From an optimization exercise on the open Yosys and OpenROAD flow, aimed at small area; shortcuts taken in it are not production practice.
The RTL was checked by simulation tests, not by an equivalence proof against the original design.

==> branch lagoon <==
Design b8Xb8_s16, start of the top module:
module b8Xb8_s16(
  input clk,
  input rst_n,
  input [7:0] in1_0,
  input [7:0] in1_1,
  input [7:0] in1_2,
  input [7:0] in1_3,
  input [7:0] in1_4,
  input [7:0] in1_5,
  input [7:0] in1_6,
  input [7:0] in1_7,
  input [7:0] in1_8,
  input [7:0] in1_9,
  input [7:0] in1_10,
  input [7:0] in1_11,
  input [7:0] in1_12,
  input [7:0] in1_13,
  input [7:0] in1_14,
  input [7:0] in1_15,
  input [7:0] in2_0,
  input [7:0] in2_1,
  input [7:0] in2_2,
  input [7:0] in2_3,
  input [7:0] in2_4,
  input [7:0] in2_5,
  input [7:0] in2_6,
  input [7:0] in2_7,
  input [7:0] in2_8,
  input [7:0] in2_9,
  input [7:0] in2_10,
  input [7:0] in2_11,
  input [7:0] in2_12,
  input [7:0] in2_13,
  input [7:0] in2_14,
  input [7:0] in2_15,
  output [11:0] out
  );
==> flow/config.mk <==
export PLATFORM = sky130hd
export DESIGN_NAME = b8Xb8_s16
export DESIGN_NICKNAME = b8Xb8_s16
export VERILOG_FILES = /design/flow/design.v
export SDC_FILE = /design/flow/constraint.sdc
export NUM_CORES = 4
export LEC_CHECK = 0
export CAP_MARGIN = 20
export CORE_MARGIN = 2
export CORE_UTILIZATION = 40
export GPL_TIMING_DRIVEN = 0
export SETUP_SLACK_MARGIN = 0.1
export SLEW_MARGIN = 20
export SYNTH_HIERARCHICAL = 1
==> flow/constraint.sdc <==
create_clock -name core_clock -period 7.5 [get_ports {clk}]
set_input_delay 1.5000 -clock core_clock [delete_from_list [all_inputs] [get_ports {clk}]]
set_output_delay 1.5000 -clock core_clock [all_outputs]
set_load 0.01 [all_outputs]
standard.sh (not shown) runs the stock make flow with config.mk's settings and CLKGATE_MAP_FILE= SYNTH_SCRIPT=/design/flow/synth_recipe.tcl, a recipe that flattens the netlist after the stock synthesis.
==> flow/flow/run.sh <==
#!/bin/bash
# The standard layout (standard.sh), with two CTS/port-buffer choices:
# every port still gets its own buffer, but a plain buf_1 rather than the
# clkdlybuf4s50_1 delay cell, and CTS uses clkbuf_8 with no dummy loads.
set -euo pipefail
export BUFFER_PORTS_ARGS="-buffer_cell sky130_fd_sc_hd__buf_1"
export CTS_ARGS="-sink_clustering_enable -repair_clock_nets -dont_use_dummy_load -buf_list sky130_fd_sc_hd__clkbuf_8"
bash standard.sh finish > standard.log 2>&1
==> branch nickel: changes against branch lagoon <==
- CORE_UTILIZATION: 40 -> 70
==> notes <==
Between branch lagoon and branch nickel, the lower routed wire length is in branch nickel (gap about 13%, measured against branch nickel). Count of clock-buffer cells in the layout is the same in branch lagoon and branch nickel. In branch nickel the clock skew is lower than in branch lagoon, by 0.0091 ns. Between branch nickel and branch lagoon, the lower register-to-register slack is in branch lagoon (gap 0.06 ns). In synthesized area, branch lagoon and branch nickel do not differ. In non-clock buffer count, branch nickel and branch lagoon do not differ.

==> run a <==
Starting RTL as in the previous note.
clock: 7.5 ns
lec_check: 0
cap_margin: 20
core_margin: 2
core_utilization: 60
gpl_timing_driven: 0
slew_margin: 20
synth_hierarchical: 1
Scripts as last shown in full above: flow/flow/run.sh
==> inputs of run b, as changes to run a <==
==> flow/run.sh (new file) <==
#!/bin/bash
# synth_recipe.tcl (not shown) runs the flow's synth.tcl, then flattens the netlist and writes it again
# the make line also repeats each setting of config.mk as NAME=value (left out here)
make -C /OpenROAD-flow-scripts/flow DESIGN_CONFIG=/design/flow/config.mk WORK_HOME=/design/flow/orfs CLKGATE_MAP_FILE= SYNTH_SCRIPT=/design/flow/synth_recipe.tcl finish
--- a/flow/config.mk
+++ b/flow/config.mk
@@ -7,7 +7,9 @@
 export LEC_CHECK = 0
 export CAP_MARGIN = 20
 export CORE_MARGIN = 2
-export CORE_UTILIZATION = 60
+export CORE_UTILIZATION = 40
+export CTS_CLUSTER_DIAMETER = 500
+export CTS_CLUSTER_SIZE = 40
 export GPL_TIMING_DRIVEN = 0
 export SLEW_MARGIN = 20
 export SYNTH_HIERARCHICAL = 1
removed: flow/flow/run.sh
removed: flow/standard.sh
==> qor summary <==
| item | run b | run a |
|---|---|---|
| Result of the run | no timing/DRC/antenna violations | no timing/DRC/antenna violations |
| Initial detailed-routing violation count | 2164 | 2480 |
| Via Count | 18.8k | 19.0k |
| Placement-stage cell area | 27000 µm² | 26500 µm² |
| Clock buffer cells | 6 | 5 |
| Source-to-sink clock delay at the later pin of the worst-skew pair | 0.30 ns | 0.34 ns |
| Met2 WL | 52000 µm | 45200 µm |
| Chip height | 258 µm | 211 µm |
| Fraction of final layout cells sized beyond drive strength 1 | 3.39% | 0.679% |
| Met1 GRT Util | 44.6% | 68.3% |
| Share of the clock period used by the worst path | 98.7% | 99.3% |
| Final routed wire length divided by cell count | 34.5 µm | 35.3 µm |

==> v19 <==
b8Xb8_s16 again, from the RTL that the note above started with.
clock: 7.5 ns
lec_check: 0
cap_margin: 20
core_margin: 2
core_utilization: 40
cts_buf_list: sky130_fd_sc_hd__clkbuf_8
gpl_timing_driven: 0
slew_margin: 20
synth_hierarchical: 1
run.sh (not shown) runs the stock make flow with config.mk's settings and CLKGATE_MAP_FILE= SYNTH_SCRIPT=/design/flow/synth_recipe.tcl, a recipe that flattens the netlist after the stock synthesis.
Stock flow here: none of the scripts above is used.
==> v15: changes against v19 <==
==> flow/flow/run.sh (new file) <==
#!/bin/bash
# The standard layout (standard.sh), with two CTS/port-buffer choices:
# every port still gets its own buffer, but a plain buf_1 rather than the
# clkdlybuf4s50_1 delay cell, and CTS uses clkbuf_8 with no dummy loads.
set -euo pipefail
export BUFFER_PORTS_ARGS="-buffer_cell sky130_fd_sc_hd__buf_1"
export CTS_ARGS="-sink_clustering_enable -repair_clock_nets -dont_use_dummy_load -buf_list sky130_fd_sc_hd__clkbuf_8"
bash standard.sh finish > standard.log 2>&1
==> flow/standard.sh (new file) <==
#!/bin/bash
# synth_recipe.tcl (not shown) runs the flow's synth.tcl, then flattens the netlist and writes it again
# the make line also repeats each setting of config.mk as NAME=value (left out here)
make -C /OpenROAD-flow-scripts/flow DESIGN_CONFIG=/design/flow/config.mk WORK_HOME=/design/flow/orfs CLKGATE_MAP_FILE= SYNTH_SCRIPT=/design/flow/synth_recipe.tcl "${@:-finish}"
--- a/flow/config.mk
+++ b/flow/config.mk
@@ -8,7 +8,7 @@
 export CAP_MARGIN = 20
 export CORE_MARGIN = 2
-export CORE_UTILIZATION = 40
-export CTS_BUF_LIST = sky130_fd_sc_hd__clkbuf_8
+export CORE_UTILIZATION = 60
 export GPL_TIMING_DRIVEN = 0
+export SETUP_SLACK_MARGIN = 0.1
 export SLEW_MARGIN = 20
 export SYNTH_HIERARCHICAL = 1
removed: flow/run.sh
==> qor summary <==
quantity                                                             v19         v15
Result of the run                       no timing/DRC/antenna violations  no timing/DRC/antenna violations
Minimum setup slack among reg-to-reg paths                       2390 ps     2520 ps
Seq/total area                                                    2.709%      2.759%
Final clock period utilization by the worst path                  98.47%      98.01%
Crit path time final                                             7385 ps     7351 ps
Layout buffering overhead excluding clock cells                   4.192%      4.199%
Global-route met3 utilization                                     5.438%      12.80%
Non-Filler Cell Area, Final                                    27160 um2   26670 um2
Number of well-tap cells placed                                      855         539
Overall via count from detail_route                                18820       19040
Hold path start                                                    q_8_0      q_18_0
Final core utilization                                            42.36%      63.29%
Max Freq                                                      0.1354 GHz  0.1360 GHz
CP startpoint                                                   in1_4[6]    in1_9[6]
Antenna Cells                                                          3           1
Number of global-route vias before repair                          21690       20850
Maximum number of pins on one net before global-route repair          12          13
Relative max-transition margin                                    44.14%      51.40%
Clock network share of area                                      0.5252%     0.2581%
Maximum cell stage delay along the critical path                  580 ps      730 ps

port drivers added, routing unchanged:
The results above use ideal ports. As a check the final layouts listed here were re-extracted and re-timed, cells and wires unchanged. Step 1: set_driving_cell puts a clkbuf_16 on clk and a buf_2 on each other input, an assumption about the parent block. Step 2 times the ports against the registers' clock, not the clock port: input delays grow and output delays shrink by t, the midpoint of the rising clock arrivals with the driver on. a / b / c = ideal / step 1 / step 2; a / b = the first two.
| run | t (ns) | setup WS [ns] | worst hold slack (ns) | worst setup path at the end | pins driven straight from the clock port |
|---|---|---|---|---|---|
| branch lagoon | 0.354 | 0.158 / 0.161 / -0.193 | 0.565 / 0.565 / 0.565 | input to register | 1 |
| branch nickel | 0.355 | 0.170 / 0.179 / -0.176 | 0.571 / 0.571 / 0.571 | input to register | 1 |
| run a | 0.365 | 0.050 / 0.066 / -0.299 | 0.535 / 0.535 / 0.535 | input to register | 1 |
| run b | 0.345 | 0.094 / 0.113 / -0.232 | 0.559 / 0.559 / 0.559 | input to register | 1 |
| v19 | 0.366 | 0.115 / 0.122 / -0.244 | 0.563 / 0.563 / 0.563 | input to register | 1 |
| v15 | 0.364 | 0.149 / 0.132 / -0.233 | 0.534 / 0.534 / 0.534 | input to register | 1 |
Met with ideal ports but missed after step 2: setup timing in every run listed. For v15, which loses most, drivers alone change the setup slack by -0.017 ns; drivers and shift together by -0.382 ns.
